Context: an optimization exercise on an open-source flow, tuned for small area. The choices shown serve that exercise and are no tape-out recipe. Only simulation tests tie the RTL to the original design; equivalence was not proved.

==> flow/design.v, too long to show whole: its modules and the start of the top module <==
// module FA3: 4 lines
// module HA2: 4 lines
// module FFT16_SEQUENTIAL: 1511 lines
module FFT16_SEQUENTIAL(A, Y, CLK, START, DONE, RESET);
  // ...
==> flow/run.sh <==
#!/bin/bash
# synth_recipe.tcl (not shown) runs the flow's synth.tcl, then flattens the netlist and writes it again
# the make line also repeats each setting of config.mk as NAME=value (left out here)
make -C /OpenROAD-flow-scripts/flow DESIGN_CONFIG=/design/flow/config.mk WORK_HOME=/design/flow/orfs CLKGATE_MAP_FILE= SYNTH_SCRIPT=/design/flow/synth_recipe.tcl finish
==> flow/config.mk <==
export PLATFORM = sky130hd
export DESIGN_NAME = FFT16_SEQUENTIAL
export DESIGN_NICKNAME = FFT16_SEQUENTIAL
export VERILOG_FILES = /design/flow/design.v
export SDC_FILE = /design/flow/constraint.sdc
export NUM_CORES = 4
export LEC_CHECK = 0
export CAP_MARGIN = 20
export CORE_MARGIN = 2
export CORE_UTILIZATION = 40
export CTS_CLUSTER_DIAMETER = 80
export CTS_CLUSTER_SIZE = 34
export SLEW_MARGIN = 20
export SYNTH_HIERARCHICAL = 1
==> flow/constraint.sdc <==
create_clock -name core_clock -period 14.0 [get_ports {CLK}]
set_input_delay 2.8000 -clock core_clock [delete_from_list [all_inputs] [get_ports {CLK}]]
set_output_delay 2.8000 -clock core_clock [all_outputs]
set_load 0.01 [all_outputs]
==> results.sh, run 1 <==
export IMPL_antenna_left=0
export IMPL_grt_pass1_wl_mm=140
export IMPL_critPathArrivalTime_ps=14360
export IMPL_wl_met1_mm=40.2
export IMPL_io_buffer_count=67
export IMPL_grt_use_met2=0.375
export IMPL_reg2reg_depth=50
export IMPL_fin_ws_ps=132
export IMPL_yosys_area_share_simple=0.0559
export IMPL_timing_final_crit_share=0.991
export IMPL_ys_flop_type="dfxtp_1"
export IMPL_maxUsedRoutingLayer="met4"
export IMPL_ys_ff_latch=519
export IMPL_synth_edf_count=0
export IMPL_clock_path_buffers=3
export IMPL_report_final_slew_viol_count=0
export IMPL_n_antenna_cell=2
export IMPL_vias=19860
export IMPL_worstSetupEndpointType="register"
export IMPL_status="no timing/DRC/antenna violations"
export IMPL_rsz0062_at_grt="true"
export IMPL_maxCapViolCount=0
export IMPL_hold_slack_ps=317
export IMPL_drtIter0Drc=942
export IMPL_r2r_start="STATE[4]$_SDFF_PP0_"
export IMPL_clk_pin_slew_ps=120
export IMPL_grt_busiest_layer="met2"
export IMPL_synth_xor_area_share=0.0868
export IMPL_fin_setup_tns_ps=0
export IMPL_timing_rr_end="T[9][14]$_DFF_P_"
export IMPL_nonClockBufferCount=175
export IMPL_cts_buffers=24
export IMPL_netlist_instances=2828
==> run 2, diff against run 1 <==
--- a/flow/design.v
+++ b/flow/design.v
@@ -742,221 +742,160 @@
     end
 endgenerate
 wire hma1, hma2;
-assign hma1 = ~h_w1[16] ^ h_w1[10];
-assign hma2 = ~h_w1[16] & h_w1[10];
+HA2 hma1_ha (.a(h_w1[3]), .b(h_w1[5]), .s(hma1), .co(hma2));
 wire hma3, hma4;
-assign hma3 = h_w1[11] ^ h_w1[9];
-assign hma4 = h_w1[11] & h_w1[9];
+HA2 hma3_ha (.a(h_w1[4]), .b(h_w1[6]), .s(hma3), .co(hma4));
 wire hma5, hma6;
-assign hma5 = h_w1[12] ^ h_w1[10];
-assign hma6 = h_w1[12] & h_w1[10];
+HA2 hma5_ha (.a(h_w1[5]), .b(h_w1[7]), .s(hma5), .co(hma6));
 wire hma7, hma8;
-assign hma7 = h_w1[13] ^ h_w1[11];
-assign hma8 = h_w1[13] & h_w1[11];
+HA2 hma7_ha (.a(h_w1[6]), .b(h_w1[8]), .s(hma7), .co(hma8));
 wire hma9, hma10;
-assign hma9 = h_w1[14] ^ h_w1[12];
-assign hma10 = h_w1[14] & h_w1[12];
+HA2 hma9_ha (.a(h_w1[7]), .b(h_w1[9]), .s(hma9), .co(hma10));
 wire hma11, hma12;
-assign hma11 = h_w1[15] ^ h_w1[13];
-assign hma12 = h_w1[15] & h_w1[13];
+HA2 hma11_ha (.a(h_w1[8]), .b(h_w1[10]), .s(hma11), .co(hma12));
 wire hma13, hma14;
-assign hma13 = h_w1[11] ^ h_w1[5];
-assign hma14 = h_w1[11] & h_w1[5];
+HA2 hma13_ha (.a(h_w1[0]), .b(h_w1[1]), .s(hma13), .co(hma14));
 wire hma15, hma16;
-assign hma15 = h_w1[12] ^ h_w1[6] ^ h_w1[4];
-assign hma16 = (h_w1[12] & h_w1[6]) | (h_w1[12] & h_w1[4]) | (h_w1[6] & h_w1[4]);
+FA3 hma15_fa (.a(h_w1[1]), .b(h_w1[2]), .c(h_w1[4]), .s(hma15), .co(hma16));
 wire hma17, hma18;
-assign hma17 = h_w1[13] ^ h_w1[7] ^ h_w1[5];
-assign hma18 = (h_w1[13] & h_w1[7]) | (h_w1[13] & h_w1[5]) | (h_w1[7] & h_w1[5]);
+FA3 hma17_fa (.a(h_w1[0]), .b(h_w1[2]), .c(h_w1[3]), .s(hma17), .co(hma18));
 wire hma19, hma20;
-assign hma19 = h_w1[3] ^ h_w1[2];
-assign hma20 = h_w1[3] & h_w1[2];
+HA2 hma19_ha (.a(h_w1[5]), .b(h_w1[7]), .s(hma19), .co(hma20));
 wire hma21, hma22;
-assign hma21 = h_w1[14] ^ h_w1[8] ^ h_w1[6];
-assign hma22 = (h_w1[14] & h_w1[8]) | (h_w1[14] & h_w1[6]) | (h_w1[8] & h_w1[6]);
+FA3 hma21_fa (.a(h_w1[1]), .b(h_w1[3]), .c(h_w1[4]), .s(hma21), .co(hma22));
 wire hma23, hma24;
-assign hma23 = h_w1[4] ^ h_w1[3] ^ h_w1[1];
-assign hma24 = (h_w1[4] & h_w1[3]) | (h_w1[4] & h_w1[1]) | (h_w1[3] & h_w1[1]);
+FA3 hma23_fa (.a(h_w1[6]), .b(h_w1[8]), .c(h_w1[14]), .s(hma23), .co(hma24));
 wire hma25, hma26;
-assign hma25 = h_w1[15] ^ h_w1[9] ^ h_w1[7];
-assign hma26 = (h_w1[15] & h_w1[9]) | (h_w1[15] & h_w1[7]) | (h_w1[9] & h_w1[7]);
+FA3 hma25_fa (.a(h_w1[2]), .b(h_w1[4]), .c(h_w1[5]), .s(hma25), .co(hma26));
 wire hma27, hma28;
-assign hma27 = h_w1[5] ^ h_w1[4] ^ h_w1[2];
-assign hma28 = (h_w1[5] & h_w1[4]) | (h_w1[5] & h_w1[2]) | (h_w1[4] & h_w1[2]);
+FA3 hma27_fa (.a(h_w1[7]), .b(h_w1[9]), .c(h_w1[15]), .s(hma27), .co(hma28));
 wire hma29, hma30;
-assign hma29 = h_w1[8] ^ h_w1[6] ^ h_w1[5];
-assign hma30 = (h_w1[8] & h_w1[6]) | (h_w1[8] & h_w1[5]) | (h_w1[6] & h_w1[5]);
+FA3 hma29_fa (.a(hma1), .b(h_w1[6]), .c(h_w1[8]), .s(hma29), .co(hma30));
 wire hma31, hma32;
-assign hma31 = h_w1[3] ^ 1'b1 ^ hma1;
-assign hma32 = (h_w1[3] & 1'b1) | (h_w1[3] & hma1) | (1'b1 & hma1);
+assign hma31 = h_w1[10] ^ ~h_w1[16] ^ 1'b1;
+assign hma32 = (h_w1[10] & ~h_w1[16]) | (h_w1[10] & 1'b1) | (~h_w1[16] & 1'b1);
 wire hma33, hma34;
-assign hma33 = h_w1[7] ^ h_w1[6] ^ h_w1[4];
-assign hma34 = (h_w1[7] & h_w1[6]) | (h_w1[7] & h_w1[4]) | (h_w1[6] & h_w1[4]);
+FA3 hma33_fa (.a(hma2), .b(hma3), .c(h_w1[7]), .s(hma33), .co(hma34));
 wire hma35, hma36;
-assign hma35 = 1'b1 ^ hma2 ^ hma3;
-assign hma36 = (1'b1 & hma2) | (1'b1 & hma3) | (hma2 & hma3);
+assign hma35 = h_w1[9] ^ h_w1[11] ^ 1'b1;
+assign hma36 = (h_w1[9] & h_w1[11]) | (h_w1[9] & 1'b1) | (h_w1[11] & 1'b1);
 wire hma37, hma38;
-assign hma37 = h_w1[8] ^ h_w1[7] ^ h_w1[5];
-assign hma38 = (h_w1[8] & h_w1[7]) | (h_w1[8] & h_w1[5]) | (h_w1[7] & h_w1[5]);
+FA3 hma37_fa (.a(hma4), .b(hma5), .c(h_w1[8]), .s(hma37), .co(hma38));
 wire hma39, hma40;
-assign hma39 = 1'b1 ^ hma4 ^ hma5;
-assign hma40 = (1'b1 & hma4) | (1'b1 & hma5) | (hma4 & hma5);
+assign hma39 = h_w1[10] ^ h_w1[12] ^ 1'b1;
+assign hma40 = (h_w1[10] & h_w1[12]) | (h_w1[10] & 1'b1) | (h_w1[12] & 1'b1);
 wire hma41, hma42;
-assign hma41 = h_w1[9] ^ h_w1[8] ^ h_w1[6];
-assign hma42 = (h_w1[9] & h_w1[8]) | (h_w1[9] & h_w1[6]) | (h_w1[8] & h_w1[6]);
+FA3 hma41_fa (.a(hma6), .b(hma7), .c(h_w1[9]), .s(hma41), .co(hma42));
 wire hma43, hma44;
-assign hma43 = 1'b1 ^ hma6 ^ hma7;
-assign hma44 = (1'b1 & hma6) | (1'b1 & hma7) | (hma6 & hma7);
+assign hma43 = h_w1[11] ^ h_w1[13] ^ 1'b1;
+assign hma44 = (h_w1[11] & h_w1[13]) | (h_w1[11] & 1'b1) | (h_w1[13] & 1'b1);
 wire hma45, hma46;
-assign hma45 = h_w1[10] ^ h_w1[9] ^ h_w1[7];
-assign hma46 = (h_w1[10] & h_w1[9]) | (h_w1[10] & h_w1[7]) | (h_w1[9] & h_w1[7]);
+FA3 hma45_fa (.a(hma8), .b(hma9), .c(h_w1[10]), .s(hma45), .co(hma46));
 wire hma47, hma48;
-assign hma47 = 1'b1 ^ hma8 ^ hma9;
-assign hma48 = (1'b1 & hma8) | (1'b1 & hma9) | (hma8 & hma9);
+assign hma47 = h_w1[12] ^ h_w1[14] ^ 1'b1;
+assign hma48 = (h_w1[12] & h_w1[14]) | (h_w1[12] & 1'b1) | (h_w1[14] & 1'b1);
 wire hma49, hma50;
-assign hma49 = h_w1[11] ^ h_w1[10] ^ h_w1[8];
-assign hma50 = (h_w1[11] & h_w1[10]) | (h_w1[11] & h_w1[8]) | (h_w1[10] & h_w1[8]);
+FA3 hma49_fa (.a(hma10), .b(hma11), .c(h_w1[11]), .s(hma49), .co(hma50));
 wire hma51, hma52;
-assign hma51 = 1'b1 ^ hma10 ^ hma11;
-assign hma52 = (1'b1 & hma10) | (1'b1 & hma11) | (hma10 & hma11);
+assign hma51 = h_w1[13] ^ h_w1[15] ^ 1'b1;
+assign hma52 = (h_w1[13] & h_w1[15]) | (h_w1[13] & 1'b1) | (h_w1[15] & 1'b1);
 wire hma53, hma54;
-assign hma53 = ~h_w1[16] ^ h_w1[14] ^ h_w1[12];
-assign hma54 = (~h_w1[16] & h_w1[14]) | (~h_w1[16] & h_w1[12]) | (h_w1[14] & h_w1[12]);
+FA3 hma53_fa (.a(h_w1[9]), .b(hma12), .c(h_w1[11]), .s(hma53), .co(hma54));
 wire hma55, hma56;
-assign hma55 = h_w1[11] ^ h_w1[9] ^ hma12;
-assign hma56 = (h_w1[11] & h_w1[9]) | (h_w1[11] & hma12) | (h_w1[9] & hma12);
+FA3 hma55_fa (.a(h_w1[12]), .b(h_w1[14]), .c(~h_w1[16]), .s(hma55), .co(hma56));
 wire hma57, hma58;
-assign hma57 = h_w1[15] ^ h_w1[13] ^ h_w1[12];
-assign hma58 = (h_w1[15] & h_w1[13]) | (h_w1[15] & h_w1[12]) | (h_w1[13] & h_w1[12]);
+FA3 hma57_fa (.a(h_w1[10]), .b(h_w1[12]), .c(h_w1[13]), .s(hma57), .co(hma58));
 wire hma59, hma60;
-assign hma59 = h_w1[10] ^ 1'b1;
-assign hma60 = h_w1[10] & 1'b1;
+assign hma59 = h_w1[15] ^ 1'b1;
+assign hma60 = h_w1[15] & 1'b1;
 wire hma61, hma62;
-assign hma61 = ~h_w1[16] ^ h_w1[14] ^ h_w1[13];
-assign hma62 = (~h_w1[16] & h_w1[14]) | (~h_w1[16] & h_w1[13]) | (h_w1[14] & h_w1[13]);
+FA3 hma61_fa (.a(h_w1[11]), .b(h_w1[13]), .c(h_w1[14]), .s(hma61), .co(hma62));
 wire hma63, hma64;
-assign hma63 = h_w1[15] ^ h_w1[14];
-assign hma64 = h_w1[15] & h_w1[14];
+HA2 hma63_ha (.a(h_w1[12]), .b(h_w1[14]), .s(hma63), .co(hma64));
 wire hma65, hma66;
-assign hma65 = h_w1[10] ^ h_w1[4];
-assign hma66 = h_w1[10] & h_w1[4];
+HA2 hma65_ha (.a(h_w1[0]), .b(h_w1[2]), .s(hma65), .co(hma66));
 wire hma67, hma68;
-assign hma67 = h_w1[3] ^ h_w1[1] ^ h_w1[0];
-assign hma68 = (h_w1[3] & h_w1[1]) | (h_w1[3] & h_w1[0]) | (h_w1[1] & h_w1[0]);
+FA3 hma67_fa (.a(hma13), .b(h_w1[3]), .c(h_w1[5]), .s(hma67), .co(hma68));
 wire hma69, hma70;
-assign hma69 = h_w1[2] ^ h_w1[1] ^ hma14;
-assign hma70 = (h_w1[2] & h_w1[1]) | (h_w1[2] & hma14) | (h_w1[1] & hma14);
+FA3 hma69_fa (.a(hma14), .b(hma15), .c(h_w1[6]), .s(hma69), .co(hma70));
 wire hma71, hma72;
-assign hma71 = h_w1[0] ^ hma16 ^ hma17;
-assign hma72 = (h_w1[0] & hma16) | (h_w1[0] & hma17) | (hma16 & hma17);
+FA3 hma71_fa (.a(hma17), .b(hma16), .c(hma19), .s(hma71), .co(hma72));
 wire hma73, hma74;
-assign hma73 = hma18 ^ hma20 ^ hma21;
-assign hma74 = (hma18 & hma20) | (hma18 & hma21) | (hma20 & hma21);
+FA3 hma73_fa (.a(hma18), .b(hma21), .c(hma20), .s(hma73), .co(hma74));
 wire hma75, hma76;
-assign hma75 = hma22 ^ hma24 ^ hma25;
-assign hma76 = (hma22 & hma24) | (hma22 & hma25) | (hma24 & hma25);
+FA3 hma75_fa (.a(hma22), .b(hma25), .c(hma24), .s(hma75), .co(hma76));
 wire hma77, hma78;
-assign hma77 = hma26 ^ hma28 ^ hma29;
-assign hma78 = (hma26 & hma28) | (hma26 & hma29) | (hma28 & hma29);
+FA3 hma77_fa (.a(hma26), .b(hma29), .c(hma28), .s(hma77), .co(hma78));
 wire hma79, hma80;
-assign hma79 = hma30 ^ hma32 ^ hma33;
-assign hma80 = (hma30 & hma32) | (hma30 & hma33) | (hma32 & hma33);
+FA3 hma79_fa (.a(hma33), .b(hma30), .c(hma32), .s(hma79), .co(hma80));
 wire hma81, hma82;
-assign hma81 = hma34 ^ hma36 ^ hma37;
-assign hma82 = (hma34 & hma36) | (hma34 & hma37) | (hma36 & hma37);
+FA3 hma81_fa (.a(hma34), .b(hma37), .c(hma36), .s(hma81), .co(hma82));
 wire hma83, hma84;
-assign hma83 = hma38 ^ hma40 ^ hma41;
-assign hma84 = (hma38 & hma40) | (hma38 & hma41) | (hma40 & hma41);
+FA3 hma83_fa (.a(hma38), .b(hma41), .c(hma40), .s(hma83), .co(hma84));
 wire hma85, hma86;
-assign hma85 = hma42 ^ hma44 ^ hma45;
-assign hma86 = (hma42 & hma44) | (hma42 & hma45) | (hma44 & hma45);
+FA3 hma85_fa (.a(hma42), .b(hma45), .c(hma44), .s(hma85), .co(hma86));
 wire hma87, hma88;
-assign hma87 = hma46 ^ hma48 ^ hma49;
-assign hma88 = (hma46 & hma48) | (hma46 & hma49) | (hma48 & hma49);
+FA3 hma87_fa (.a(hma46), .b(hma49), .c(hma48), .s(hma87), .co(hma88));
 wire hma89, hma90;
-assign hma89 = hma50 ^ hma52 ^ hma53;
-assign hma90 = (hma50 & hma52) | (hma50 & hma53) | (hma52 & hma53);
+FA3 hma89_fa (.a(hma50), .b(hma53), .c(hma55), .s(hma89), .co(hma90));
 wire hma91, hma92;
-assign hma91 = hma54 ^ hma56 ^ hma57;
-assign hma92 = (hma54 & hma56) | (hma54 & hma57) | (hma56 & hma57);
+FA3 hma91_fa (.a(hma54), .b(hma57), .c(hma56), .s(hma91), .co(hma92));
 wire hma93, hma94;
-assign hma93 = h_w1[11] ^ hma58 ^ hma60;
-assign hma94 = (h_w1[11] & hma58) | (h_w1[11] & hma60) | (hma58 & hma60);
+FA3 hma93_fa (.a(hma58), .b(hma61), .c(~h_w1[16]), .s(hma93), .co(hma94));
 wire hma95, hma96;
-assign hma95 = h_w1[12] ^ 1'b1 ^ hma62;
-assign hma96 = (h_w1[12] & 1'b1) | (h_w1[12] & hma62) | (1'b1 & hma62);
+FA3 hma95_fa (.a(hma63), .b(h_w1[15]), .c(hma62), .s(hma95), .co(hma96));
 wire hma97, hma98;
-assign hma97 = ~h_w1[16] ^ h_w1[15] ^ h_w1[13];
-assign hma98 = (~h_w1[16] & h_w1[15]) | (~h_w1[16] & h_w1[13]) | (h_w1[15] & h_w1[13]);
+FA3 hma97_fa (.a(h_w1[13]), .b(hma64), .c(h_w1[15]), .s(hma97), .co(hma98));
 wire hma99, hma100;
-assign hma99 = h_w1[8] ^ h_w1[2];
-assign hma100 = h_w1[8] & h_w1[2];
+HA2 hma99_ha (.a(h_w1[0]), .b(h_w1[2]), .s(hma99), .co(hma100));
 wire hma101, hma102;
-assign hma101 = h_w1[9] ^ h_w1[3] ^ h_w1[1];
-assign hma102 = (h_w1[9] & h_w1[3]) | (h_w1[9] & h_w1[1]) | (h_w1[3] & h_w1[1]);
+FA3 hma101_fa (.a(h_w1[1]), .b(h_w1[3]), .c(h_w1[9]), .s(hma101), .co(hma102));
 wire hma103, hma104;
-assign hma103 = h_w1[2] ^ h_w1[0] ^ hma65;
-assign hma104 = (h_w1[2] & h_w1[0]) | (h_w1[2] & hma65) | (h_w1[0] & hma65);
+FA3 hma103_fa (.a(hma65), .b(h_w1[4]), .c(h_w1[10]), .s(hma103), .co(hma104));
 wire hma105, hma106;
-assign hma105 = hma13 ^ hma66 ^ hma67;
-assign hma106 = (hma13 & hma66) | (hma13 & hma67) | (hma66 & hma67);
+FA3 hma105_fa (.a(hma66), .b(hma67), .c(h_w1[11]), .s(hma105), .co(hma106));
 wire hma107, hma108;
-assign hma107 = hma15 ^ hma68 ^ hma69;
-assign hma108 = (hma15 & hma68) | (hma15 & hma69) | (hma68 & hma69);
+FA3 hma107_fa (.a(hma68), .b(hma69), .c(h_w1[12]), .s(hma107), .co(hma108));
 wire hma109, hma110;
-assign hma109 = hma19 ^ hma70 ^ hma71;
-assign hma110 = (hma19 & hma70) | (hma19 & hma71) | (hma70 & hma71);
+FA3 hma109_fa (.a(hma70), .b(hma71), .c(h_w1[13]), .s(hma109), .co(hma110));
 wire hma111, hma112;
-assign hma111 = hma23 ^ hma72 ^ hma73;
-assign hma112 = (hma23 & hma72) | (hma23 & hma73) | (hma72 & hma73);
+FA3 hma111_fa (.a(hma72), .b(hma73), .c(hma23), .s(hma111), .co(hma112));
 wire hma113, hma114;
-assign hma113 = hma27 ^ hma74 ^ hma75;
-assign hma114 = (hma27 & hma74) | (hma27 & hma75) | (hma74 & hma75);
+FA3 hma113_fa (.a(hma74), .b(hma27), .c(hma75), .s(hma113), .co(hma114));
 wire hma115, hma116;
-assign hma115 = hma31 ^ hma76 ^ hma77;
-assign hma116 = (hma31 & hma76) | (hma31 & hma77) | (hma76 & hma77);
+FA3 hma115_fa (.a(hma76), .b(hma77), .c(hma31), .s(hma115), .co(hma116));
 wire hma117, hma118;
-assign hma117 = hma35 ^ hma78 ^ hma79;
-assign hma118 = (hma35 & hma78) | (hma35 & hma79) | (hma78 & hma79);
+FA3 hma117_fa (.a(hma78), .b(hma35), .c(hma79), .s(hma117), .co(hma118));
 wire hma119, hma120;
-assign hma119 = hma39 ^ hma80 ^ hma81;
-assign hma120 = (hma39 & hma80) | (hma39 & hma81) | (hma80 & hma81);
+FA3 hma119_fa (.a(hma39), .b(hma80), .c(hma81), .s(hma119), .co(hma120));
 wire hma121, hma122;
-assign hma121 = hma43 ^ hma82 ^ hma83;
-assign hma122 = (hma43 & hma82) | (hma43 & hma83) | (hma82 & hma83);
+FA3 hma121_fa (.a(hma43), .b(hma82), .c(hma83), .s(hma121), .co(hma122));
 wire hma123, hma124;
-assign hma123 = hma47 ^ hma84 ^ hma85;
-assign hma124 = (hma47 & hma84) | (hma47 & hma85) | (hma84 & hma85);
+FA3 hma123_fa (.a(hma47), .b(hma84), .c(hma85), .s(hma123), .co(hma124));
 wire hma125, hma126;
-assign hma125 = hma51 ^ hma86 ^ hma87;
-assign hma126 = (hma51 & hma86) | (hma51 & hma87) | (hma86 & hma87);
+FA3 hma125_fa (.a(hma51), .b(hma86), .c(hma87), .s(hma125), .co(hma126));
 wire hma127, hma128;
-assign hma127 = hma55 ^ hma88 ^ hma89;
-assign hma128 = (hma55 & hma88) | (hma55 & hma89) | (hma88 & hma89);
+FA3 hma127_fa (.a(hma89), .b(hma52), .c(hma88), .s(hma127), .co(hma128));
 wire hma129, hma130;
-assign hma129 = hma59 ^ hma90 ^ hma91;
-assign hma130 = (hma59 & hma90) | (hma59 & hma91) | (hma90 & hma91);
+FA3 hma129_fa (.a(hma90), .b(hma91), .c(hma59), .s(hma129), .co(hma130));
 wire hma131, hma132;
-assign hma131 = hma61 ^ hma92 ^ hma93;
-assign hma132 = (hma61 & hma92) | (hma61 & hma93) | (hma92 & hma93);
+FA3 hma131_fa (.a(hma93), .b(hma92), .c(hma60), .s(hma131), .co(hma132));
 wire hma133, hma134;
-assign hma133 = hma63 ^ hma94 ^ hma95;
-assign hma134 = (hma63 & hma94) | (hma63 & hma95) | (hma94 & hma95);
+assign hma133 = hma95 ^ hma94 ^ 1'b1;
+assign hma134 = (hma95 & hma94) | (hma95 & 1'b1) | (hma94 & 1'b1);
 wire hma135, hma136;
-assign hma135 = hma64 ^ hma96 ^ hma97;
-assign hma136 = (hma64 & hma96) | (hma64 & hma97) | (hma96 & hma97);
+FA3 hma135_fa (.a(~h_w1[16]), .b(hma97), .c(hma96), .s(hma135), .co(hma136));
 wire hma137, hma138;
-assign hma137 = ~h_w1[16] ^ h_w1[14] ^ hma98;
-assign hma138 = (~h_w1[16] & h_w1[14]) | (~h_w1[16] & hma98) | (h_w1[14] & hma98);
+FA3 hma137_fa (.a(h_w1[14]), .b(~h_w1[16]), .c(hma98), .s(hma137), .co(hma138));
 wire hma139, hma140;
 assign hma139 = h_w1[15] ^ 1'b1;
 assign hma140 = h_w1[15] & 1'b1;
 wire hma141;
-assign hma141 = h_w1[6] & h_w1[0];
+assign hma141 = h_w1[0] & h_w1[6];
 wire hma142;
-assign hma142 = (h_w1[7] & h_w1[1]) | (h_w1[7] & hma141) | (h_w1[1] & hma141);
+assign hma142 = (h_w1[1] & h_w1[7]) | (h_w1[1] & hma141) | (h_w1[7] & hma141);
 wire hma143;
-assign hma143 = (h_w1[0] & hma99) | (h_w1[0] & hma142) | (hma99 & hma142);
+assign hma143 = (h_w1[8] & hma99) | (h_w1[8] & hma142) | (hma99 & hma142);
 wire hma144;
 assign hma144 = (hma100 & hma101) | (hma100 & hma143) | (hma101 & hma143);
 wire hma145;
@@ -968,53 +907,37 @@
 wire hma148;
 assign hma148 = (hma108 & hma109) | (hma108 & hma147) | (hma109 & hma147);
 wire hma149, hma150;
-assign hma149 = hma110 ^ hma111 ^ hma148;
-assign hma150 = (hma110 & hma111) | (hma110 & hma148) | (hma111 & hma148);
+FA3 hma149_fa (.a(hma110), .b(hma111), .c(hma148), .s(hma149), .co(hma150));
 wire hma151, hma152;
-assign hma151 = hma112 ^ hma113 ^ hma150;
-assign hma152 = (hma112 & hma113) | (hma112 & hma150) | (hma113 & hma150);
+FA3 hma151_fa (.a(hma112), .b(hma113), .c(hma150), .s(hma151), .co(hma152));
 wire hma153, hma154;
-assign hma153 = hma114 ^ hma115 ^ hma152;
-assign hma154 = (hma114 & hma115) | (hma114 & hma152) | (hma115 & hma152);
+FA3 hma153_fa (.a(hma114), .b(hma115), .c(hma152), .s(hma153), .co(hma154));
 wire hma155, hma156;
-assign hma155 = hma116 ^ hma117 ^ hma154;
-assign hma156 = (hma116 & hma117) | (hma116 & hma154) | (hma117 & hma154);
+FA3 hma155_fa (.a(hma116), .b(hma117), .c(hma154), .s(hma155), .co(hma156));
 wire hma157, hma158;
-assign hma157 = hma118 ^ hma119 ^ hma156;
-assign hma158 = (hma118 & hma119) | (hma118 & hma156) | (hma119 & hma156);
+FA3 hma157_fa (.a(hma118), .b(hma119), .c(hma156), .s(hma157), .co(hma158));
 wire hma159, hma160;
-assign hma159 = hma120 ^ hma121 ^ hma158;
-assign hma160 = (hma120 & hma121) | (hma120 & hma158) | (hma121 & hma158);
+FA3 hma159_fa (.a(hma120), .b(hma121), .c(hma158), .s(hma159), .co(hma160));
 wire hma161, hma162;
-assign hma161 = hma122 ^ hma123 ^ hma160;
-assign hma162 = (hma122 & hma123) | (hma122 & hma160) | (hma123 & hma160);
+FA3 hma161_fa (.a(hma122), .b(hma123), .c(hma160), .s(hma161), .co(hma162));
 wire hma163, hma164;
-assign hma163 = hma124 ^ hma125 ^ hma162;
-assign hma164 = (hma124 & hma125) | (hma124 & hma162) | (hma125 & hma162);
+FA3 hma163_fa (.a(hma124), .b(hma125), .c(hma162), .s(hma163), .co(hma164));
 wire hma165, hma166;
-assign hma165 = hma126 ^ hma127 ^ hma164;
-assign hma166 = (hma126 & hma127) | (hma126 & hma164) | (hma127 & hma164);
+FA3 hma165_fa (.a(hma126), .b(hma127), .c(hma164), .s(hma165), .co(hma166));
 wire hma167, hma168;
-assign hma167 = hma128 ^ hma129 ^ hma166;
-assign hma168 = (hma128 & hma129) | (hma128 & hma166) | (hma129 & hma166);
+FA3 hma167_fa (.a(hma128), .b(hma129), .c(hma166), .s(hma167), .co(hma168));
 wire hma169, hma170;
-assign hma169 = hma130 ^ hma131 ^ hma168;
-assign hma170 = (hma130 & hma131) | (hma130 & hma168) | (hma131 & hma168);
+FA3 hma169_fa (.a(hma130), .b(hma131), .c(hma168), .s(hma169), .co(hma170));
 wire hma171, hma172;
-assign hma171 = hma132 ^ hma133 ^ hma170;
-assign hma172 = (hma132 & hma133) | (hma132 & hma170) | (hma133 & hma170);
+FA3 hma171_fa (.a(hma132), .b(hma133), .c(hma170), .s(hma171), .co(hma172));
 wire hma173, hma174;
-assign hma173 = hma134 ^ hma135 ^ hma172;
-assign hma174 = (hma134 & hma135) | (hma134 & hma172) | (hma135 & hma172);
+FA3 hma173_fa (.a(hma134), .b(hma135), .c(hma172), .s(hma173), .co(hma174));
 wire hma175, hma176;
-assign hma175 = hma136 ^ hma137 ^ hma174;
-assign hma176 = (hma136 & hma137) | (hma136 & hma174) | (hma137 & hma174);
+FA3 hma175_fa (.a(hma136), .b(hma137), .c(hma174), .s(hma175), .co(hma176));
 wire hma177, hma178;
-assign hma177 = hma138 ^ hma139 ^ hma176;
-assign hma178 = (hma138 & hma139) | (hma138 & hma176) | (hma139 & hma176);
+FA3 hma177_fa (.a(hma138), .b(hma139), .c(hma176), .s(hma177), .co(hma178));
 wire hma179, hma180;
-assign hma179 = ~h_w1[16] ^ hma140 ^ hma178;
-assign hma180 = (~h_w1[16] & hma140) | (~h_w1[16] & hma178) | (hma140 & hma178);
+FA3 hma179_fa (.a(~h_w1[16]), .b(hma140), .c(hma178), .s(hma179), .co(hma180));
 assign h_y1[0] = hma149;
 assign h_y1[1] = hma151;
 assign h_y1[2] = hma153;
@@ -1032,247 +955,176 @@
 assign h_y1[14] = hma177;
 assign h_y1[15] = hma179;
 wire hmb1, hmb2;
-assign hmb1 = h_w2[13] ^ h_w2[7];
-assign hmb2 = h_w2[13] & h_w2[7];
+HA2 hmb1_ha (.a(h_t), .b(h_w2[0]), .s(hmb1), .co(hmb2));
 wire hmb3, hmb4;
-assign hmb3 = h_w2[14] ^ h_w2[8];
-assign hmb4 = h_w2[14] & h_w2[8];
+HA2 hmb3_ha (.a(h_w2[1]), .b(h_w2[3]), .s(hmb3), .co(hmb4));
 wire hmb5, hmb6;
-assign hmb5 = h_w2[15] ^ h_w2[9];
-assign hmb6 = h_w2[15] & h_w2[9];
+HA2 hmb5_ha (.a(h_w2[2]), .b(h_w2[4]), .s(hmb5), .co(hmb6));
 wire hmb7, hmb8;
-assign hmb7 = ~h_w2[16] ^ h_w2[10] ^ h_w2[8];
-assign hmb8 = (~h_w2[16] & h_w2[10]) | (~h_w2[16] & h_w2[8]) | (h_w2[10] & h_w2[8]);
+FA3 hmb7_fa (.a(h_w2[3]), .b(h_w2[5]), .c(h_w2[6]), .s(hmb7), .co(hmb8));
 wire hmb9, hmb10;
-assign hmb9 = h_w2[11] ^ h_w2[9];
-assign hmb10 = h_w2[11] & h_w2[9];
+HA2 hmb9_ha (.a(h_w2[4]), .b(h_w2[6]), .s(hmb9), .co(hmb10));
 wire hmb11, hmb12;
-assign hmb11 = h_w2[12] ^ h_w2[10];
-assign hmb12 = h_w2[12] & h_w2[10];
+HA2 hmb11_ha (.a(h_w2[5]), .b(h_w2[7]), .s(hmb11), .co(hmb12));
 wire hmb13, hmb14;
-assign hmb13 = h_w2[13] ^ h_w2[11];
-assign hmb14 = h_w2[13] & h_w2[11];
+HA2 hmb13_ha (.a(h_w2[6]), .b(h_w2[8]), .s(hmb13), .co(hmb14));
 wire hmb15, hmb16;
-assign hmb15 = h_w2[14] ^ h_w2[12];
-assign hmb16 = h_w2[14] & h_w2[12];
+HA2 hmb15_ha (.a(h_w2[7]), .b(h_w2[9]), .s(hmb15), .co(hmb16));
 wire hmb17, hmb18;
-assign hmb17 = h_w2[15] ^ h_w2[13];
-assign hmb18 = h_w2[15] & h_w2[13];
+HA2 hmb17_ha (.a(h_w2[8]), .b(h_w2[10]), .s(hmb17), .co(hmb18));
 wire hmb19, hmb20;
-assign hmb19 = h_w2[10] ^ h_w2[4];
-assign hmb20 = h_w2[10] & h_w2[4];
+HA2 hmb19_ha (.a(h_t), .b(h_w2[0]), .s(hmb19), .co(hmb20));
 wire hmb21, hmb22;
-assign hmb21 = h_w2[11] ^ h_w2[5] ^ h_w2[3];
-assign hmb22 = (h_w2[11] & h_w2[5]) | (h_w2[11] & h_w2[3]) | (h_w2[5] & h_w2[3]);
+FA3 hmb21_fa (.a(h_t), .b(h_w2[0]), .c(h_w2[1]), .s(hmb21), .co(hmb22));
 wire hmb23, hmb24;
-assign hmb23 = h_w2[1] ^ h_w2[0];
-assign hmb24 = h_w2[1] & h_w2[0];
+HA2 hmb23_ha (.a(h_w2[3]), .b(h_w2[5]), .s(hmb23), .co(hmb24));
 wire hmb25, hmb26;
-assign hmb25 = h_w2[12] ^ h_w2[6] ^ h_w2[4];
-assign hmb26 = (h_w2[12] & h_w2[6]) | (h_w2[12] & h_w2[4]) | (h_w2[6] & h_w2[4]);
+FA3 hmb25_fa (.a(h_w2[1]), .b(h_w2[2]), .c(h_w2[4]), .s(hmb25), .co(hmb26));
 wire hmb27, hmb28;
-assign hmb27 = h_w2[2] ^ h_w2[1];
-assign hmb28 = h_w2[2] & h_w2[1];
+HA2 hmb27_ha (.a(h_w2[6]), .b(h_w2[12]), .s(hmb27), .co(hmb28));
 wire hmb29, hmb30;
-assign hmb29 = h_w2[5] ^ h_w2[3] ^ h_w2[2];
-assign hmb30 = (h_w2[5] & h_w2[3]) | (h_w2[5] & h_w2[2]) | (h_w2[3] & h_w2[2]);
+FA3 hmb29_fa (.a(hmb1), .b(h_w2[2]), .c(h_w2[3]), .s(hmb29), .co(hmb30));
 wire hmb31, hmb32;
-assign hmb31 = h_w2[0] ^ h_t ^ hmb1;
-assign hmb32 = (h_w2[0] & h_t) | (h_w2[0] & hmb1) | (h_t & hmb1);
+FA3 hmb31_fa (.a(h_w2[5]), .b(h_w2[7]), .c(h_w2[13]), .s(hmb31), .co(hmb32));
 wire hmb33, hmb34;
-assign hmb33 = h_w2[6] ^ h_w2[4] ^ h_w2[3];
-assign hmb34 = (h_w2[6] & h_w2[4]) | (h_w2[6] & h_w2[3]) | (h_w2[4] & h_w2[3]);
+FA3 hmb33_fa (.a(hmb2), .b(hmb3), .c(h_w2[4]), .s(hmb33), .co(hmb34));
 wire hmb35, hmb36;
-assign hmb35 = h_w2[1] ^ hmb2 ^ hmb3;
-assign hmb36 = (h_w2[1] & hmb2) | (h_w2[1] & hmb3) | (hmb2 & hmb3);
+FA3 hmb35_fa (.a(h_w2[6]), .b(h_w2[8]), .c(h_w2[14]), .s(hmb35), .co(hmb36));
 wire hmb37, hmb38;
-assign hmb37 = h_w2[7] ^ h_w2[5] ^ h_w2[4];
-assign hmb38 = (h_w2[7] & h_w2[5]) | (h_w2[7] & h_w2[4]) | (h_w2[5] & h_w2[4]);
+FA3 hmb37_fa (.a(hmb4), .b(hmb5), .c(h_w2[5]), .s(hmb37), .co(hmb38));
 wire hmb39, hmb40;
-assign hmb39 = h_w2[2] ^ hmb4 ^ hmb5;
-assign hmb40 = (h_w2[2] & hmb4) | (h_w2[2] & hmb5) | (hmb4 & hmb5);
+FA3 hmb39_fa (.a(h_w2[7]), .b(h_w2[9]), .c(h_w2[15]), .s(hmb39), .co(hmb40));
 wire hmb41, hmb42;
-assign hmb41 = h_w2[6] ^ h_w2[5] ^ h_w2[3];
-assign hmb42 = (h_w2[6] & h_w2[5]) | (h_w2[6] & h_w2[3]) | (h_w2[5] & h_w2[3]);
+FA3 hmb41_fa (.a(hmb6), .b(hmb7), .c(h_w2[8]), .s(hmb41), .co(hmb42));
 wire hmb43, hmb44;
-assign hmb43 = 1'b1 ^ hmb6 ^ hmb7;
-assign hmb44 = (1'b1 & hmb6) | (1'b1 & hmb7) | (hmb6 & hmb7);
+assign hmb43 = h_w2[10] ^ ~h_w2[16] ^ 1'b1;
+assign hmb44 = (h_w2[10] & ~h_w2[16]) | (h_w2[10] & 1'b1) | (~h_w2[16] & 1'b1);
 wire hmb45, hmb46;
-assign hmb45 = h_w2[7] ^ h_w2[6] ^ h_w2[4];
-assign hmb46 = (h_w2[7] & h_w2[6]) | (h_w2[7] & h_w2[4]) | (h_w2[6] & h_w2[4]);
+FA3 hmb45_fa (.a(hmb9), .b(h_w2[7]), .c(hmb8), .s(hmb45), .co(hmb46));
 wire hmb47, hmb48;
-assign hmb47 = 1'b1 ^ hmb8 ^ hmb9;
-assign hmb48 = (1'b1 & hmb8) | (1'b1 & hmb9) | (hmb8 & hmb9);
+assign hmb47 = h_w2[9] ^ h_w2[11] ^ 1'b1;
+assign hmb48 = (h_w2[9] & h_w2[11]) | (h_w2[9] & 1'b1) | (h_w2[11] & 1'b1);
 wire hmb49, hmb50;
-assign hmb49 = h_w2[8] ^ h_w2[7] ^ h_w2[5];
-assign hmb50 = (h_w2[8] & h_w2[7]) | (h_w2[8] & h_w2[5]) | (h_w2[7] & h_w2[5]);
+FA3 hmb49_fa (.a(hmb10), .b(hmb11), .c(h_w2[8]), .s(hmb49), .co(hmb50));
 wire hmb51, hmb52;
-assign hmb51 = 1'b1 ^ hmb10 ^ hmb11;
-assign hmb52 = (1'b1 & hmb10) | (1'b1 & hmb11) | (hmb10 & hmb11);
+assign hmb51 = h_w2[10] ^ h_w2[12] ^ 1'b1;
+assign hmb52 = (h_w2[10] & h_w2[12]) | (h_w2[10] & 1'b1) | (h_w2[12] & 1'b1);
 wire hmb53, hmb54;
-assign hmb53 = h_w2[9] ^ h_w2[8] ^ h_w2[6];
-assign hmb54 = (h_w2[9] & h_w2[8]) | (h_w2[9] & h_w2[6]) | (h_w2[8] & h_w2[6]);
+FA3 hmb53_fa (.a(hmb12), .b(hmb13), .c(h_w2[9]), .s(hmb53), .co(hmb54));
 wire hmb55, hmb56;
-assign hmb55 = 1'b1 ^ hmb12 ^ hmb13;
-assign hmb56 = (1'b1 & hmb12) | (1'b1 & hmb13) | (hmb12 & hmb13);
+assign hmb55 = h_w2[11] ^ h_w2[13] ^ 1'b1;
+assign hmb56 = (h_w2[11] & h_w2[13]) | (h_w2[11] & 1'b1) | (h_w2[13] & 1'b1);
 wire hmb57, hmb58;
-assign hmb57 = h_w2[10] ^ h_w2[9] ^ h_w2[7];
-assign hmb58 = (h_w2[10] & h_w2[9]) | (h_w2[10] & h_w2[7]) | (h_w2[9] & h_w2[7]);
+FA3 hmb57_fa (.a(hmb14), .b(hmb15), .c(h_w2[10]), .s(hmb57), .co(hmb58));
 wire hmb59, hmb60;
-assign hmb59 = 1'b1 ^ hmb14 ^ hmb15;
-assign hmb60 = (1'b1 & hmb14) | (1'b1 & hmb15) | (hmb14 & hmb15);
+assign hmb59 = h_w2[12] ^ h_w2[14] ^ 1'b1;
+assign hmb60 = (h_w2[12] & h_w2[14]) | (h_w2[12] & 1'b1) | (h_w2[14] & 1'b1);
 wire hmb61, hmb62;
-assign hmb61 = h_w2[11] ^ h_w2[10] ^ h_w2[8];
-assign hmb62 = (h_w2[11] & h_w2[10]) | (h_w2[11] & h_w2[8]) | (h_w2[10] & h_w2[8]);
+FA3 hmb61_fa (.a(hmb16), .b(hmb17), .c(h_w2[11]), .s(hmb61), .co(hmb62));
 wire hmb63, hmb64;
-assign hmb63 = 1'b1 ^ hmb16 ^ hmb17;
-assign hmb64 = (1'b1 & hmb16) | (1'b1 & hmb17) | (hmb16 & hmb17);
+assign hmb63 = h_w2[13] ^ h_w2[15] ^ 1'b1;
+assign hmb64 = (h_w2[13] & h_w2[15]) | (h_w2[13] & 1'b1) | (h_w2[15] & 1'b1);
 wire hmb65, hmb66;
-assign hmb65 = ~h_w2[16] ^ h_w2[14] ^ h_w2[12];
-assign hmb66 = (~h_w2[16] & h_w2[14]) | (~h_w2[16] & h_w2[12]) | (h_w2[14] & h_w2[12]);
+FA3 hmb65_fa (.a(h_w2[9]), .b(hmb18), .c(h_w2[11]), .s(hmb65), .co(hmb66));
 wire hmb67, hmb68;
-assign hmb67 = h_w2[11] ^ h_w2[9] ^ hmb18;
-assign hmb68 = (h_w2[11] & h_w2[9]) | (h_w2[11] & hmb18) | (h_w2[9] & hmb18);
+FA3 hmb67_fa (.a(h_w2[12]), .b(h_w2[14]), .c(~h_w2[16]), .s(hmb67), .co(hmb68));
 wire hmb69, hmb70;
-assign hmb69 = h_w2[15] ^ h_w2[13] ^ h_w2[12];
-assign hmb70 = (h_w2[15] & h_w2[13]) | (h_w2[15] & h_w2[12]) | (h_w2[13] & h_w2[12]);
+FA3 hmb69_fa (.a(h_w2[10]), .b(h_w2[12]), .c(h_w2[13]), .s(hmb69), .co(hmb70));
 wire hmb71, hmb72;
-assign hmb71 = h_w2[10] ^ 1'b1;
-assign hmb72 = h_w2[10] & 1'b1;
+assign hmb71 = h_w2[15] ^ 1'b1;
+assign hmb72 = h_w2[15] & 1'b1;
 wire hmb73, hmb74;
-assign hmb73 = ~h_w2[16] ^ h_w2[14] ^ h_w2[13];
-assign hmb74 = (~h_w2[16] & h_w2[14]) | (~h_w2[16] & h_w2[13]) | (h_w2[14] & h_w2[13]);
+FA3 hmb73_fa (.a(h_w2[11]), .b(h_w2[13]), .c(h_w2[14]), .s(hmb73), .co(hmb74));
 wire hmb75, hmb76;
-assign hmb75 = h_w2[15] ^ h_w2[14];
-assign hmb76 = h_w2[15] & h_w2[14];
+HA2 hmb75_ha (.a(h_w2[12]), .b(h_w2[14]), .s(hmb75), .co(hmb76));
 wire hmb77, hmb78;
-assign hmb77 = h_w2[8] ^ h_w2[2];
-assign hmb78 = h_w2[8] & h_w2[2];
+HA2 hmb77_ha (.a(h_t), .b(h_w2[0]), .s(hmb77), .co(hmb78));
 wire hmb79, hmb80;
-assign hmb79 = h_w2[9] ^ h_w2[3];
-assign hmb80 = h_w2[9] & h_w2[3];
+HA2 hmb79_ha (.a(h_w2[1]), .b(h_w2[3]), .s(hmb79), .co(hmb80));
 wire hmb81, hmb82;
-assign hmb81 = h_w2[2] ^ h_w2[0] ^ h_t;
-assign hmb82 = (h_w2[2] & h_w2[0]) | (h_w2[2] & h_t) | (h_w2[0] & h_t);
+FA3 hmb81_fa (.a(hmb19), .b(h_w2[2]), .c(h_w2[4]), .s(hmb81), .co(hmb82));
 wire hmb83, hmb84;
-assign hmb83 = h_t ^ hmb20 ^ hmb21;
-assign hmb84 = (h_t & hmb20) | (h_t & hmb21) | (hmb20 & hmb21);
+FA3 hmb83_fa (.a(hmb20), .b(hmb21), .c(hmb23), .s(hmb83), .co(hmb84));
 wire hmb85, hmb86;
-assign hmb85 = hmb22 ^ hmb24 ^ hmb25;
-assign hmb86 = (hmb22 & hmb24) | (hmb22 & hmb25) | (hmb24 & hmb25);
+FA3 hmb85_fa (.a(hmb22), .b(hmb25), .c(hmb24), .s(hmb85), .co(hmb86));
 wire hmb87, hmb88;
-assign hmb87 = hmb26 ^ hmb28 ^ hmb29;
-assign hmb88 = (hmb26 & hmb28) | (hmb26 & hmb29) | (hmb28 & hmb29);
+FA3 hmb87_fa (.a(hmb29), .b(hmb26), .c(hmb28), .s(hmb87), .co(hmb88));
 wire hmb89, hmb90;
-assign hmb89 = hmb30 ^ hmb32 ^ hmb33;
-assign hmb90 = (hmb30 & hmb32) | (hmb30 & hmb33) | (hmb32 & hmb33);
+FA3 hmb89_fa (.a(hmb30), .b(hmb33), .c(hmb32), .s(hmb89), .co(hmb90));
 wire hmb91, hmb92;
-assign hmb91 = hmb34 ^ hmb36 ^ hmb37;
-assign hmb92 = (hmb34 & hmb36) | (hmb34 & hmb37) | (hmb36 & hmb37);
+FA3 hmb91_fa (.a(hmb34), .b(hmb37), .c(hmb36), .s(hmb91), .co(hmb92));
 wire hmb93, hmb94;
-assign hmb93 = hmb38 ^ hmb40 ^ hmb41;
-assign hmb94 = (hmb38 & hmb40) | (hmb38 & hmb41) | (hmb40 & hmb41);
+FA3 hmb93_fa (.a(hmb38), .b(hmb41), .c(hmb40), .s(hmb93), .co(hmb94));
 wire hmb95, hmb96;
-assign hmb95 = hmb42 ^ hmb44 ^ hmb45;
-assign hmb96 = (hmb42 & hmb44) | (hmb42 & hmb45) | (hmb44 & hmb45);
+FA3 hmb95_fa (.a(hmb45), .b(hmb42), .c(hmb44), .s(hmb95), .co(hmb96));
 wire hmb97, hmb98;
-assign hmb97 = hmb46 ^ hmb48 ^ hmb49;
-assign hmb98 = (hmb46 & hmb48) | (hmb46 & hmb49) | (hmb48 & hmb49);
+FA3 hmb97_fa (.a(hmb46), .b(hmb49), .c(hmb48), .s(hmb97), .co(hmb98));
 wire hmb99, hmb100;
-assign hmb99 = hmb50 ^ hmb52 ^ hmb53;
-assign hmb100 = (hmb50 & hmb52) | (hmb50 & hmb53) | (hmb52 & hmb53);
+FA3 hmb99_fa (.a(hmb50), .b(hmb53), .c(hmb52), .s(hmb99), .co(hmb100));
 wire hmb101, hmb102;
-assign hmb101 = hmb54 ^ hmb56 ^ hmb57;
-assign hmb102 = (hmb54 & hmb56) | (hmb54 & hmb57) | (hmb56 & hmb57);
+FA3 hmb101_fa (.a(hmb54), .b(hmb57), .c(hmb56), .s(hmb101), .co(hmb102));
 wire hmb103, hmb104;
-assign hmb103 = hmb58 ^ hmb60 ^ hmb61;
-assign hmb104 = (hmb58 & hmb60) | (hmb58 & hmb61) | (hmb60 & hmb61);
+FA3 hmb103_fa (.a(hmb58), .b(hmb61), .c(hmb60), .s(hmb103), .co(hmb104));
 wire hmb105, hmb106;
-assign hmb105 = hmb62 ^ hmb64 ^ hmb65;
-assign hmb106 = (hmb62 & hmb64) | (hmb62 & hmb65) | (hmb64 & hmb65);
+FA3 hmb105_fa (.a(hmb62), .b(hmb65), .c(hmb67), .s(hmb105), .co(hmb106));
 wire hmb107, hmb108;
-assign hmb107 = hmb66 ^ hmb68 ^ hmb69;
-assign hmb108 = (hmb66 & hmb68) | (hmb66 & hmb69) | (hmb68 & hmb69);
+FA3 hmb107_fa (.a(hmb66), .b(hmb69), .c(hmb68), .s(hmb107), .co(hmb108));
 wire hmb109, hmb110;
-assign hmb109 = h_w2[11] ^ hmb70 ^ hmb72;
-assign hmb110 = (h_w2[11] & hmb70) | (h_w2[11] & hmb72) | (hmb70 & hmb72);
+FA3 hmb109_fa (.a(hmb70), .b(hmb73), .c(~h_w2[16]), .s(hmb109), .co(hmb110));
 wire hmb111, hmb112;
-assign hmb111 = h_w2[12] ^ 1'b1 ^ hmb74;
-assign hmb112 = (h_w2[12] & 1'b1) | (h_w2[12] & hmb74) | (1'b1 & hmb74);
+FA3 hmb111_fa (.a(hmb75), .b(h_w2[15]), .c(hmb74), .s(hmb111), .co(hmb112));
 wire hmb113, hmb114;
-assign hmb113 = ~h_w2[16] ^ h_w2[15] ^ h_w2[13];
-assign hmb114 = (~h_w2[16] & h_w2[15]) | (~h_w2[16] & h_w2[13]) | (h_w2[15] & h_w2[13]);
+FA3 hmb113_fa (.a(h_w2[13]), .b(hmb76), .c(h_w2[15]), .s(hmb113), .co(hmb114));
 wire hmb115, hmb116;
-assign hmb115 = h_w2[6] ^ h_w2[0];
-assign hmb116 = h_w2[6] & h_w2[0];
+HA2 hmb115_ha (.a(h_t), .b(h_w2[0]), .s(hmb115), .co(hmb116));
 wire hmb117, hmb118;
-assign hmb117 = h_w2[7] ^ h_w2[1];
-assign hmb118 = h_w2[7] & h_w2[1];
+HA2 hmb117_ha (.a(h_w2[1]), .b(h_w2[7]), .s(hmb117), .co(hmb118));
 wire hmb119, hmb120;
-assign hmb119 = h_w2[0] ^ h_t ^ hmb77;
-assign hmb120 = (h_w2[0] & h_t) | (h_w2[0] & hmb77) | (h_t & hmb77);
+FA3 hmb119_fa (.a(hmb77), .b(h_w2[2]), .c(h_w2[8]), .s(hmb119), .co(hmb120));
 wire hmb121, hmb122;
-assign hmb121 = h_w2[1] ^ hmb78 ^ hmb79;
-assign hmb122 = (h_w2[1] & hmb78) | (h_w2[1] & hmb79) | (hmb78 & hmb79);
+FA3 hmb121_fa (.a(hmb78), .b(hmb79), .c(h_w2[9]), .s(hmb121), .co(hmb122));
 wire hmb123, hmb124;
-assign hmb123 = hmb19 ^ hmb80 ^ hmb81;
-assign hmb124 = (hmb19 & hmb80) | (hmb19 & hmb81) | (hmb80 & hmb81);
+FA3 hmb123_fa (.a(hmb80), .b(hmb81), .c(h_w2[10]), .s(hmb123), .co(hmb124));
 wire hmb125, hmb126;
-assign hmb125 = hmb23 ^ hmb82 ^ hmb83;
-assign hmb126 = (hmb23 & hmb82) | (hmb23 & hmb83) | (hmb82 & hmb83);
+FA3 hmb125_fa (.a(hmb82), .b(hmb83), .c(h_w2[11]), .s(hmb125), .co(hmb126));
 wire hmb127, hmb128;
-assign hmb127 = hmb27 ^ hmb84 ^ hmb85;
-assign hmb128 = (hmb27 & hmb84) | (hmb27 & hmb85) | (hmb84 & hmb85);
+FA3 hmb127_fa (.a(hmb84), .b(hmb85), .c(hmb27), .s(hmb127), .co(hmb128));
 wire hmb129, hmb130;
-assign hmb129 = hmb31 ^ hmb86 ^ hmb87;
-assign hmb130 = (hmb31 & hmb86) | (hmb31 & hmb87) | (hmb86 & hmb87);
+FA3 hmb129_fa (.a(hmb86), .b(hmb87), .c(hmb31), .s(hmb129), .co(hmb130));
 wire hmb131, hmb132;
-assign hmb131 = hmb35 ^ hmb88 ^ hmb89;
-assign hmb132 = (hmb35 & hmb88) | (hmb35 & hmb89) | (hmb88 & hmb89);
+FA3 hmb131_fa (.a(hmb88), .b(hmb35), .c(hmb89), .s(hmb131), .co(hmb132));
 wire hmb133, hmb134;
-assign hmb133 = hmb39 ^ hmb90 ^ hmb91;
-assign hmb134 = (hmb39 & hmb90) | (hmb39 & hmb91) | (hmb90 & hmb91);
+FA3 hmb133_fa (.a(hmb90), .b(hmb39), .c(hmb91), .s(hmb133), .co(hmb134));
 wire hmb135, hmb136;
-assign hmb135 = hmb43 ^ hmb92 ^ hmb93;
-assign hmb136 = (hmb43 & hmb92) | (hmb43 & hmb93) | (hmb92 & hmb93);
+FA3 hmb135_fa (.a(hmb92), .b(hmb93), .c(hmb43), .s(hmb135), .co(hmb136));
 wire hmb137, hmb138;
-assign hmb137 = hmb47 ^ hmb94 ^ hmb95;
-assign hmb138 = (hmb47 & hmb94) | (hmb47 & hmb95) | (hmb94 & hmb95);
+FA3 hmb137_fa (.a(hmb94), .b(hmb47), .c(hmb95), .s(hmb137), .co(hmb138));
 wire hmb139, hmb140;
-assign hmb139 = hmb51 ^ hmb96 ^ hmb97;
-assign hmb140 = (hmb51 & hmb96) | (hmb51 & hmb97) | (hmb96 & hmb97);
+FA3 hmb139_fa (.a(hmb51), .b(hmb96), .c(hmb97), .s(hmb139), .co(hmb140));
 wire hmb141, hmb142;
-assign hmb141 = hmb55 ^ hmb98 ^ hmb99;
-assign hmb142 = (hmb55 & hmb98) | (hmb55 & hmb99) | (hmb98 & hmb99);
+FA3 hmb141_fa (.a(hmb55), .b(hmb98), .c(hmb99), .s(hmb141), .co(hmb142));
 wire hmb143, hmb144;
-assign hmb143 = hmb59 ^ hmb100 ^ hmb101;
-assign hmb144 = (hmb59 & hmb100) | (hmb59 & hmb101) | (hmb100 & hmb101);
+FA3 hmb143_fa (.a(hmb59), .b(hmb100), .c(hmb101), .s(hmb143), .co(hmb144));
 wire hmb145, hmb146;
-assign hmb145 = hmb63 ^ hmb102 ^ hmb103;
-assign hmb146 = (hmb63 & hmb102) | (hmb63 & hmb103) | (hmb102 & hmb103);
+FA3 hmb145_fa (.a(hmb63), .b(hmb102), .c(hmb103), .s(hmb145), .co(hmb146));
 wire hmb147, hmb148;
-assign hmb147 = hmb67 ^ hmb104 ^ hmb105;
-assign hmb148 = (hmb67 & hmb104) | (hmb67 & hmb105) | (hmb104 & hmb105);
+FA3 hmb147_fa (.a(hmb105), .b(hmb64), .c(hmb104), .s(hmb147), .co(hmb148));
 wire hmb149, hmb150;
-assign hmb149 = hmb71 ^ hmb106 ^ hmb107;
-assign hmb150 = (hmb71 & hmb106) | (hmb71 & hmb107) | (hmb106 & hmb107);
+FA3 hmb149_fa (.a(hmb106), .b(hmb107), .c(hmb71), .s(hmb149), .co(hmb150));
 wire hmb151, hmb152;
-assign hmb151 = hmb73 ^ hmb108 ^ hmb109;
-assign hmb152 = (hmb73 & hmb108) | (hmb73 & hmb109) | (hmb108 & hmb109);
+FA3 hmb151_fa (.a(hmb109), .b(hmb108), .c(hmb72), .s(hmb151), .co(hmb152));
 wire hmb153, hmb154;
-assign hmb153 = hmb75 ^ hmb110 ^ hmb111;
-assign hmb154 = (hmb75 & hmb110) | (hmb75 & hmb111) | (hmb110 & hmb111);
+assign hmb153 = hmb111 ^ hmb110 ^ 1'b1;
+assign hmb154 = (hmb111 & hmb110) | (hmb111 & 1'b1) | (hmb110 & 1'b1);
 wire hmb155, hmb156;
-assign hmb155 = hmb76 ^ hmb112 ^ hmb113;
-assign hmb156 = (hmb76 & hmb112) | (hmb76 & hmb113) | (hmb112 & hmb113);
+FA3 hmb155_fa (.a(~h_w2[16]), .b(hmb113), .c(hmb112), .s(hmb155), .co(hmb156));
 wire hmb157, hmb158;
-assign hmb157 = ~h_w2[16] ^ h_w2[14] ^ hmb114;
-assign hmb158 = (~h_w2[16] & h_w2[14]) | (~h_w2[16] & hmb114) | (h_w2[14] & hmb114);
+FA3 hmb157_fa (.a(h_w2[14]), .b(~h_w2[16]), .c(hmb114), .s(hmb157), .co(hmb158));
 wire hmb159, hmb160;
 assign hmb159 = h_w2[15] ^ 1'b1;
 assign hmb160 = h_w2[15] & 1'b1;
 wire hmb161;
-assign hmb161 = h_w2[0] & h_t;
+assign hmb161 = h_t & h_w2[0];
 wire hmb162;
 assign hmb162 = h_w2[1] & hmb161;
 wire hmb163;
@@ -1284,7 +1136,7 @@
 wire hmb166;
 assign hmb166 = h_w2[5] & hmb165;
 wire hmb167;
-assign hmb167 = (h_t & hmb115) | (h_t & hmb166) | (hmb115 & hmb166);
+assign hmb167 = (h_w2[6] & hmb115) | (h_w2[6] & hmb166) | (hmb115 & hmb166);
 wire hmb168;
 assign hmb168 = (hmb116 & hmb117) | (hmb116 & hmb167) | (hmb117 & hmb167);
 wire hmb169;
@@ -1300,53 +1152,37 @@
 wire hmb174;
 assign hmb174 = (hmb128 & hmb129) | (hmb128 & hmb173) | (hmb129 & hmb173);
 wire hmb175, hmb176;
-assign hmb175 = hmb130 ^ hmb131 ^ hmb174;
-assign hmb176 = (hmb130 & hmb131) | (hmb130 & hmb174) | (hmb131 & hmb174);
+FA3 hmb175_fa (.a(hmb130), .b(hmb131), .c(hmb174), .s(hmb175), .co(hmb176));
 wire hmb177, hmb178;
-assign hmb177 = hmb132 ^ hmb133 ^ hmb176;
-assign hmb178 = (hmb132 & hmb133) | (hmb132 & hmb176) | (hmb133 & hmb176);
+FA3 hmb177_fa (.a(hmb132), .b(hmb133), .c(hmb176), .s(hmb177), .co(hmb178));
 wire hmb179, hmb180;
-assign hmb179 = hmb134 ^ hmb135 ^ hmb178;
-assign hmb180 = (hmb134 & hmb135) | (hmb134 & hmb178) | (hmb135 & hmb178);
+FA3 hmb179_fa (.a(hmb134), .b(hmb135), .c(hmb178), .s(hmb179), .co(hmb180));
 wire hmb181, hmb182;
-assign hmb181 = hmb136 ^ hmb137 ^ hmb180;
-assign hmb182 = (hmb136 & hmb137) | (hmb136 & hmb180) | (hmb137 & hmb180);
+FA3 hmb181_fa (.a(hmb136), .b(hmb137), .c(hmb180), .s(hmb181), .co(hmb182));
 wire hmb183, hmb184;
-assign hmb183 = hmb138 ^ hmb139 ^ hmb182;
-assign hmb184 = (hmb138 & hmb139) | (hmb138 & hmb182) | (hmb139 & hmb182);
+FA3 hmb183_fa (.a(hmb138), .b(hmb139), .c(hmb182), .s(hmb183), .co(hmb184));
 wire hmb185, hmb186;
-assign hmb185 = hmb140 ^ hmb141 ^ hmb184;
-assign hmb186 = (hmb140 & hmb141) | (hmb140 & hmb184) | (hmb141 & hmb184);
+FA3 hmb185_fa (.a(hmb140), .b(hmb141), .c(hmb184), .s(hmb185), .co(hmb186));
 wire hmb187, hmb188;
-assign hmb187 = hmb142 ^ hmb143 ^ hmb186;
-assign hmb188 = (hmb142 & hmb143) | (hmb142 & hmb186) | (hmb143 & hmb186);
+FA3 hmb187_fa (.a(hmb142), .b(hmb143), .c(hmb186), .s(hmb187), .co(hmb188));
 wire hmb189, hmb190;
-assign hmb189 = hmb144 ^ hmb145 ^ hmb188;
-assign hmb190 = (hmb144 & hmb145) | (hmb144 & hmb188) | (hmb145 & hmb188);
+FA3 hmb189_fa (.a(hmb144), .b(hmb145), .c(hmb188), .s(hmb189), .co(hmb190));
 wire hmb191, hmb192;
-assign hmb191 = hmb146 ^ hmb147 ^ hmb190;
-assign hmb192 = (hmb146 & hmb147) | (hmb146 & hmb190) | (hmb147 & hmb190);
+FA3 hmb191_fa (.a(hmb146), .b(hmb147), .c(hmb190), .s(hmb191), .co(hmb192));
 wire hmb193, hmb194;
-assign hmb193 = hmb148 ^ hmb149 ^ hmb192;
-assign hmb194 = (hmb148 & hmb149) | (hmb148 & hmb192) | (hmb149 & hmb192);
+FA3 hmb193_fa (.a(hmb148), .b(hmb149), .c(hmb192), .s(hmb193), .co(hmb194));
 wire hmb195, hmb196;
-assign hmb195 = hmb150 ^ hmb151 ^ hmb194;
-assign hmb196 = (hmb150 & hmb151) | (hmb150 & hmb194) | (hmb151 & hmb194);
+FA3 hmb195_fa (.a(hmb150), .b(hmb151), .c(hmb194), .s(hmb195), .co(hmb196));
 wire hmb197, hmb198;
-assign hmb197 = hmb152 ^ hmb153 ^ hmb196;
-assign hmb198 = (hmb152 & hmb153) | (hmb152 & hmb196) | (hmb153 & hmb196);
+FA3 hmb197_fa (.a(hmb152), .b(hmb153), .c(hmb196), .s(hmb197), .co(hmb198));
 wire hmb199, hmb200;
-assign hmb199 = hmb154 ^ hmb155 ^ hmb198;
-assign hmb200 = (hmb154 & hmb155) | (hmb154 & hmb198) | (hmb155 & hmb198);
+FA3 hmb199_fa (.a(hmb154), .b(hmb155), .c(hmb198), .s(hmb199), .co(hmb200));
 wire hmb201, hmb202;
-assign hmb201 = hmb156 ^ hmb157 ^ hmb200;
-assign hmb202 = (hmb156 & hmb157) | (hmb156 & hmb200) | (hmb157 & hmb200);
+FA3 hmb201_fa (.a(hmb156), .b(hmb157), .c(hmb200), .s(hmb201), .co(hmb202));
 wire hmb203, hmb204;
-assign hmb203 = hmb158 ^ hmb159 ^ hmb202;
-assign hmb204 = (hmb158 & hmb159) | (hmb158 & hmb202) | (hmb159 & hmb202);
+FA3 hmb203_fa (.a(hmb158), .b(hmb159), .c(hmb202), .s(hmb203), .co(hmb204));
 wire hmb205, hmb206;
-assign hmb205 = ~h_w2[16] ^ hmb160 ^ hmb204;
-assign hmb206 = (~h_w2[16] & hmb160) | (~h_w2[16] & hmb204) | (hmb160 & hmb204);
+FA3 hmb205_fa (.a(~h_w2[16]), .b(hmb160), .c(hmb204), .s(hmb205), .co(hmb206));
 assign h_y2[0] = hmb175;
 assign h_y2[1] = hmb177;
 assign h_y2[2] = hmb179;
--- a/flow/config.mk
+++ b/flow/config.mk
@@ -9,6 +9,7 @@
 export CORE_MARGIN = 2
 export CORE_UTILIZATION = 40
 export CTS_CLUSTER_DIAMETER = 80
-export CTS_CLUSTER_SIZE = 34
+export CTS_CLUSTER_SIZE = 30
+export SETUP_SLACK_MARGIN = 0.4
 export SLEW_MARGIN = 20
 export SYNTH_HIERARCHICAL = 1
==> run 2 against run 1 <==
  * Synthesized cell count fell by 8.6%
  * Count of clock-buffer cells in the layout rose by 1
  * Clock skew fell by 9.2 ps
  * Worst hold slack got worse by 3.0 ps
  * Critical path depth fell by 4
  * Global-route usage fell by 0.31 points
  * Maximum frequency rose by 1.9%
  * Non-clock buffer count fell by 18
==> results.sh, run 2 <==
export IMPL_fin_setup_tns_ps=0
export IMPL_netlist_instances=2586
export IMPL_initial_core_util=0.405
export IMPL_status="no timing/DRC/antenna violations"
export IMPL_largest_reg_flops=512
export IMPL_antenna_found_initial=0
export IMPL_report_final_slew_viol_count=0
export IMPL_rsz0062_at_grt="true"
export IMPL_worstSetupEndpointType="register"
export IMPL_timing_final_crit_share=0.972
export IMPL_cts_buffers=25
export IMPL_skew_ps=28.8
export IMPL_ys_flop_type="dfxtp_1"
export IMPL_synth_edf_count=0
export IMPL_ff2ff_setup_slack_ps=390
export IMPL_maxCapViolCount=0
export IMPL_hold_viol=0
export IMPL_critPathArrivalTime_ps=14080
export IMPL_synthTopCellsByCount="617 x fa_1, 519 x dfxtp_1, 267 x xnor2_1, 173 x mux2_2, 166 x inv_1"
export IMPL_clk_latency_ps=590
export IMPL_syn_mean_instance_area_um2=13.1
export IMPL_min_period_ps=13610
export IMPL_antenna_left=0
export IMPL_timing_rr_end="T[9][15]$_DFF_P_"
export IMPL_clk_pin_slew_ps=110
export IMPL_dp_slack_ps=-119
export IMPL_instances_no_fill=3821
export IMPL_reg2reg_depth=46
export IMPL_ys_ff_latch=519
export IMPL_syn_nets=3332
export IMPL_r2r_start="STATE[0]$_SDFF_PP0_"
export IMPL_drt_vias_per_instance=4.82
export IMPL_rows=106
export IMPL_fin_ws_ps=393
export IMPL_grt_pass1_wl_mm=133
export IMPL_drtIter0Drc=877
export IMPL_ys_types=58
export IMPL_gp_congestion=0.924
export IMPL_netlist_area_leader_share=0.364
export IMPL_clock_path_buffers=3
export IMPL_place_inst=3763
export IMPL_wl_per_cell_um=22.6
export IMPL_io_buffer_count=67
export IMPL_clock_sinks=519
export IMPL_ys_warn_count=8
export IMPL_vias=18429
export IMPL_area_growth_pct=11.0
run 2: cells by family (layout without fill, tap and decap cells):
logic type,Yosys count,after routing,synth area share
compound gates,107,107,0.0189
flops,519,519,0.306
buf+inv,263,363,0.0316
fa+ha+maj,714,714,0.399
simple gates,285,285,0.0445
other cells,0,1,0
mux,326,326,0.103
xor+xnor,372,372,0.0975
run 2: metal layers:
metal,up-vias,share of wire,track usage
li1,8338,-,-
met1,9769,0.45,0.285
met2,238,0.50,0.352
met4,0,0.025,0.0506
met3,84,0.023,0.0159
met5,-,0,0
run 2: worst max-delay path by stage:
stage	from	slack, ps	cells after the start	end
after floorplan	STATE[0]$_SDFF_PP0_	370	49	T[12][15]$_DFF_P_
after global placement	STATE[1]$_SDFF_PP0_	70	45	T[9][15]$_DFF_P_
after detailed placement	STATE[1]$_SDFF_PP0_	-120	46	T[9][15]$_DFF_P_
after CTS	STATE[0]$_SDFF_PP0_	330	46	T[9][15]$_DFF_P_
after global routing	STATE[0]$_SDFF_PP0_	6	46	T[9][15]$_DFF_P_
final	STATE[0]$_SDFF_PP0_	390	46	T[9][15]$_DFF_P_
run 2: worst max-delay path: cells and delay by family (launching register included):
| family | cells | cell delay, ps |
|---|---|---|
| adder cells (fa/ha/maj) | 34 | 11530 |
| multiplexers | 3 | 590 |
| buffers and inverters | 7 | 540 |
| flip-flops | 1 | 390 |
| AND/OR/NAND/NOR | 1 | 280 |
| XOR/XNOR | 1 | 150 |
run 2: cell type report:
type	instances	area [um^2]	area share
Multi-Input combinational cell	1804	23000	0.609
Sequential cell	519	10400	0.276
Timing Repair Buffer	157	1430	0.0379
Tap cell	1134	1420	0.0376
Clock buffer	28	657	0.0174
Inverter	168	641	0.0170
Clock inverter	10	173	0.00458
Antenna cell	1	2.50	0.0000664
run 2: modules after synthesis, one instance, submodules excluded:
module / flip-flops and latches / cells inside / copies in the design / area, um^2
FFT16_SEQUENTIAL: 519 / 1940 / 1 / 21500
FA3: 0 / 1 / 587 / 20.0
HA2: 0 / 1 / 59 / 12.5
run 2: metrics by stage:
step / hold WS [ps]
6_report: 314
5_1_grt: 317
4_1_cts: 317
3_5_place_dp: 312
3_3_place_gp: 310
2_1_floorplan: 310
run 2: repair_timing:
action                     CTS  global route
hold buffers                 0             0
setup buffers               12             6
gates cloned                 0             1
pin swaps                   10             7
setup endpoints to repair   11             8
resized for setup           26            23

[port drivers added, routing unchanged]
The flow's constraints put no driver on any port. The routed layouts listed below were extracted and timed again, unchanged, in two steps.
Step 1 assumes that a clkbuf_16 drives the clock port and a buf_2 every other input.
Step 2 times the ports against the registers' clock, not the clock port: input delays grow and output delays shrink by t, the midpoint of the rising clock arrivals with the driver on.
a / b / c = no drivers / after step 1 / after step 2; a / b = the first two.
| run | t (ns) | setup slack, ns | worst setup path after step 2 | worst register clock-pin slew, ns | worst data-port slew with drivers (ns) |
|---|---|---|---|---|---|
| run 1 | 0.635 | 0.132 / 0.132 / 0.132 | register to register | 0.12 / 0.12 | 0.04 |
| run 2 | 0.637 | 0.393 / 0.393 / 0.393 | register to register | 0.11 / 0.11 | 0.04 |
After both steps setup and hold are still met in every run listed.
